From an optimization exercise on the open Yosys and OpenROAD flow, aimed at small area and a short achievable clock period; shortcuts taken in it are not production practice. Where RTL was checked, it was by simulation tests only, not by an equivalence proof against the original. No driver is modelled on the clock port, so clock power and skew are understated where the tree is cut down; a real chip needs a root buffer or a tree.

==> run C: inputs <==
==> flow/design.v <==
module axis_dwidth_downsizer #(
  parameter WIDTH      = 32,  
  parameter NUM_REG    =  4  
)(
    input  logic aclk,
    input  logic aresetn,
    input  logic s_axis_tvalid,
    output logic s_axis_tready,
    input  logic [WIDTH*NUM_REG-1:0] s_axis_tdata,
    input  logic s_axis_tlast,
    output logic m_axis_tvalid,
    input  logic m_axis_tready,
    output [WIDTH-1:0] m_axis_tdata,
    output m_axis_tlast
);
  logic [WIDTH-1:0] out_reg;
  logic [(NUM_REG-1)*WIDTH-1:0] hold_reg;
  logic [NUM_REG-1:0] sel;
  logic last_seen;    
  logic last_reg;     
  logic idle;         
  assign m_axis_tdata = out_reg;
  assign m_axis_tlast = last_reg;
  logic [WIDTH-1:0] next_word;
  logic [WIDTH-1:0] pick [NUM_REG];
  assign pick[0] = {WIDTH{idle}} & s_axis_tdata[NUM_REG*WIDTH-1 -: WIDTH];
  for (genvar k = 0; k < NUM_REG-1; k++) begin : g_pick
    assign pick[k+1] = pick[k] |
      ({WIDTH{sel[k]}} & hold_reg[(NUM_REG-1-k)*WIDTH-1 -: WIDTH]);
  end
  assign next_word = pick[NUM_REG-1];
  always @(posedge aclk) begin
    if (idle) hold_reg <= s_axis_tdata[(NUM_REG-1)*WIDTH-1:0];
    if (idle | m_axis_tready) out_reg <= next_word;
    last_reg <= sel[NUM_REG-2] & m_axis_tready & (last_seen | s_axis_tlast);
  end
  always @(posedge aclk) begin
    if (aresetn == 0) begin
      s_axis_tready <= 1;
      idle          <= 1;
      m_axis_tvalid <= 0;
      sel           <= '0;
      last_seen     <= 0;
    end else begin
      last_seen <= ~sel[NUM_REG-1] & (last_seen | s_axis_tlast);
      if (idle) begin
        sel <= {{(NUM_REG-1){1'b0}}, s_axis_tvalid};
        if (s_axis_tvalid) begin
          s_axis_tready <= 0;
          idle          <= 0;
          m_axis_tvalid <= 1;
        end
      end else begin
        sel <= m_axis_tready ? sel << 1 : {1'b0, sel[NUM_REG-2:0]};
        if (sel[NUM_REG-1]) m_axis_tvalid <= 0;
        if (!m_axis_tvalid & m_axis_tready) begin
          s_axis_tready <= 1;
          idle          <= 1;
        end
      end
    end
  end
endmodule
==> flow/flow/run.sh <==
#!/bin/bash
# Standard ORFS layout, with the port buffers made from the smallest plain buffer
# instead of the cell buffer_ports would pick on its own.
set -euo pipefail
export BUFFER_PORTS_ARGS="-buffer_cell sky130_fd_sc_hd__buf_1"
bash standard.sh finish > standard.log 2>&1
==> flow/standard.sh <==
#!/bin/bash
# synth_recipe.tcl (not shown) runs the flow's synth.tcl, then flattens the netlist and writes it again
# the make line also repeats each setting of config.mk as NAME=value (left out here)
make -C /OpenROAD-flow-scripts/flow DESIGN_CONFIG=/design/flow/config.mk WORK_HOME=/design/flow/orfs CLKGATE_MAP_FILE= SYNTH_SCRIPT=/design/flow/synth_recipe.tcl "${@:-finish}"
==> flow/config.mk <==
export PLATFORM = sky130hd
export DESIGN_NAME = axis_dwidth_downsizer
export DESIGN_NICKNAME = axis_dwidth_downsizer
export VERILOG_FILES = /design/flow/design.v
export SDC_FILE = /design/flow/constraint.sdc
export NUM_CORES = 4
export LEC_CHECK = 0
export CAP_MARGIN = 20
export CORE_MARGIN = 2
export CORE_UTILIZATION = 60
export SLEW_MARGIN = 20
==> flow/constraint.sdc <==
create_clock -name core_clock -period 4.0 [get_ports {aclk}]
set_input_delay 0.8000 -clock core_clock [delete_from_list [all_inputs] [get_ports {aclk}]]
set_output_delay 0.8000 -clock core_clock [all_outputs]
set_load 0.01 [all_outputs]
==> inputs of run B, as changes to run C <==
==> flow/design.v, changed modules only <==
module axis_dwidth_downsizer #(
  parameter WIDTH      = 32,  
  parameter NUM_REG    =  4  
)(
    input  logic aclk,
    input  logic aresetn,
    input  logic s_axis_tvalid,
    output logic s_axis_tready,
    input  logic [WIDTH*NUM_REG-1:0] s_axis_tdata,
    input  logic s_axis_tlast,
    output logic m_axis_tvalid,
    input  logic m_axis_tready,
    output [WIDTH-1:0] m_axis_tdata,
    output m_axis_tlast
);
  logic [WIDTH-1:0] out_reg;
  logic [(NUM_REG-1)*WIDTH-1:0] hold_reg;
  logic [NUM_REG-1:0] sel;
  logic last_seen;    
  logic last_reg;     
  logic idle;         
  assign m_axis_tdata = out_reg;
  assign m_axis_tlast = last_reg;
  logic hold;
  assign hold = ~idle & ~m_axis_tready;
  logic [WIDTH-1:0] out_next;
  logic [WIDTH-1:0] pick [NUM_REG];
  assign pick[0] = ({WIDTH{idle}} & s_axis_tdata[NUM_REG*WIDTH-1 -: WIDTH]) |
                   ({WIDTH{hold}} & out_reg);
  for (genvar k = 0; k < NUM_REG-1; k++) begin : g_pick
    assign pick[k+1] = pick[k] |
      ({WIDTH{sel[k] & m_axis_tready}} & hold_reg[(NUM_REG-1-k)*WIDTH-1 -: WIDTH]);
  end
  assign out_next = pick[NUM_REG-1];
  always @(posedge aclk) begin
    if (idle) hold_reg <= s_axis_tdata[(NUM_REG-1)*WIDTH-1:0];
    out_reg <= out_next;
    last_reg <= sel[NUM_REG-2] & m_axis_tready & (last_seen | s_axis_tlast);
  end
  always @(posedge aclk) begin
    if (aresetn == 0) begin
      s_axis_tready <= 1;
      idle          <= 1;
      m_axis_tvalid <= 0;
      sel           <= '0;
      last_seen     <= 0;
    end else begin
      last_seen <= ~sel[NUM_REG-1] & (last_seen | s_axis_tlast);
      if (idle) begin
        sel <= {{(NUM_REG-1){1'b0}}, s_axis_tvalid};
        if (s_axis_tvalid) begin
          s_axis_tready <= 0;
          idle          <= 0;
          m_axis_tvalid <= 1;
        end
      end else begin
        sel <= m_axis_tready ? sel << 1 : {1'b0, sel[NUM_REG-2:0]};
        if (sel[NUM_REG-1]) m_axis_tvalid <= 0;
        if (!m_axis_tvalid & m_axis_tready) begin
          s_axis_tready <= 1;
          idle          <= 1;
        end
      end
    end
  end
endmodule
==> flow/flow/run.sh (replaced) <==
#!/bin/bash
# The standard ORFS layout (the standard.sh) with two changes:
#  - the port buffers are the smallest plain buffer, not the cell buffer_ports picks itself;
#  - the clock tree is one level of CTS_LEAVES buffers driven by the clock port, built by
#    flow/cts_tree.tcl in place of TritonCTS (the rest of ORFS's CTS step runs as usual).
set -euo pipefail
here=$(cd "$(dirname "$0")" && pwd)
export BUFFER_PORTS_ARGS="-buffer_cell sky130_fd_sc_hd__buf_1"
export PRE_CTS_TCL="$here/cts_tree.tcl"
export CTS_LEAVES=4
export CTS_LEAF_BUF=sky130_fd_sc_hd__clkbuf_16
bash standard.sh finish > standard.log 2>&1
==> flow/flow/cts_tree.tcl (new file) <==
# Sourced by ORFS's cts.tcl through PRE_CTS_TCL. Replaces TritonCTS with a one-level clock
# tree: the clock port drives CTS_LEAVES buffers of type CTS_LEAF_BUF, each placed at the centre
# of an equal share of the flip-flops (found by splitting them in halves along x and y in turn).
rename clock_tree_synthesis _tritoncts_unused
proc clock_tree_synthesis {args} {
  set nleaf $::env(CTS_LEAVES)
  set block [ord::get_db_block]
  set master [[ord::get_db] findMaster $::env(CTS_LEAF_BUF)]
  set clk [get_clocks *]
  set port_name [get_full_name [lindex [get_property $clk sources] 0]]
  set bterm [$block findBTerm $port_name]
  set net [$bterm getNet]
  set sinks {}
  foreach it [$net getITerms] {
    set bb [[$it getInst] getBBox]
    lappend sinks [list [expr {([$bb xMin] + [$bb xMax]) / 2}] [expr {([$bb yMin] + [$bb yMax]) / 2}] $it]
  }
  set groups [split_sinks $sinks $nleaf 0]
  set k 0
  foreach g $groups {
    set sx 0; set sy 0
    foreach s $g { set sx [expr {$sx + [lindex $s 0]}]; set sy [expr {$sy + [lindex $s 1]}] }
    set n [llength $g]
    set inst [odb::dbInst_create $block $master "clkbuf_leaf_$k"]
    set lnet [odb::dbNet_create $block "clknet_leaf_$k"]
    $lnet setSigType CLOCK
    $inst setLocation [expr {$sx / $n}] [expr {$sy / $n}]
    $inst setPlacementStatus PLACED
    foreach s $g {
      set it [lindex $s 2]
      $it disconnect
      $it connect $lnet
    }
    foreach it [$inst getITerms] {
      set m [$it getMTerm]
      if {[$m getSigType] ne "SIGNAL"} continue
      if {[$m getIoType] eq "INPUT"} { $it connect $net } else { $it connect $lnet }
    }
    puts "clock leaf $k: [$master getName] drives $n sinks"
    incr k
  }
  set_propagated_clock [all_clocks]
}
# Split sinks (lists x y iterm) into n groups of near-equal size, cutting across the longer side.
proc split_sinks {sinks n depth} {
  if {$n <= 1} { return [list $sinks] }
  set xs [lmap s $sinks {lindex $s 0}]
  set ys [lmap s $sinks {lindex $s 1}]
  set dx [expr {[tcl::mathfunc::max {*}$xs] - [tcl::mathfunc::min {*}$xs]}]
  set dy [expr {[tcl::mathfunc::max {*}$ys] - [tcl::mathfunc::min {*}$ys]}]
  set axis [expr {$dx >= $dy ? 0 : 1}]
  set sorted [lsort -integer -index $axis $sinks]
  set n1 [expr {$n / 2}]
  set cut [expr {round(double([llength $sorted]) * $n1 / $n)}]
  return [concat [split_sinks [lrange $sorted 0 [expr {$cut - 1}]] $n1 [expr {$depth + 1}]] \
                 [split_sinks [lrange $sorted $cut end] [expr {$n - $n1}] [expr {$depth + 1}]]]
}
Settings changed: SETUP_SLACK_MARGIN set to 2.4.
==> results.toml <==
[grt]
grt_use_met2_pct = 41.4
grt_max_degree = 50
grt_pass1_vias = 2967
grt.met3_usage_pct = 3.91

[die]
core_area_sq_mm = 0.00765

[critical_path]
cpMaxStageDelayCell = "a222oi_1"
r2r_cells = 4

[outcome]
status = "complete, no violations"

[power]
p_sw_uw = 511
power_frac_clock_pct = 20.8

[yosys]
synth-edff-count = 96

[place]
dp_cells = 535
dpl_cell_area_sq_mm = 0.00537
pre_cts_ws_ps = 1740

[clock_tree]
cts_resized = 8

[cells_and_area]
area_growth_pct = 20.9
Source of the figures above: run B

==> results.toml <==
[grt]
grt.met3_usage_pct = 11.9

[power]
power_frac_clock_pct = 43.5
p_sw_uw = 803
seqPwrFrac_pct = 50.8

[die]
core_area_sq_mm = 0.00822

[yosys]
synth-edff-count = 128

[place]
dpl_cell_area_sq_mm = 0.00570
dp_cells = 531
pre_cts_ws_ps = 1770

[outcome]
status = "complete, no violations"

[critical_path]
path_max_fanout = 76

[clock_tree]
cts_resized = 0

[min_path]
holdPathEnd = "last_seen"

[cells_and_area]
nClkBuffers = 17
area_growth_pct = 23.6
Source of the figures above: run C

Function not checked in run C: the RTL went through the layout flow alone. The clock cells of run B come from the design's own scripts or RTL, not from TritonCTS.

re-timing with driven ports:
In the flow no input, the clock included, has a driving cell. The finished layouts below were timed again as built, in two steps. Step 1 assumes that a clkbuf_16 drives the clock port and a buf_2 every other input. Step 2 adds t to the input delays and takes it off the output delays; t is the mean of the earliest and latest rising clock arrival at the registers after step 1. Input paths then give back, and output paths get back, about the clock's delay inside the block. Three values: ideal ports, drivers, drivers and shift; two values: the first two.
run	shift t [ns]	slack for setup (ns)	slew at the worst register clock pin (ns)
run C	0.543	1.774 / 1.774 / 1.774	0.06 / 0.06
run B	0.257	2.421 / 2.374 / 2.117	0.12 / 0.12
After both steps setup and hold are still met in every run listed. The setup slack of run B, which loses most, moves by -0.047 ns with the drivers and by -0.304 ns with both steps.
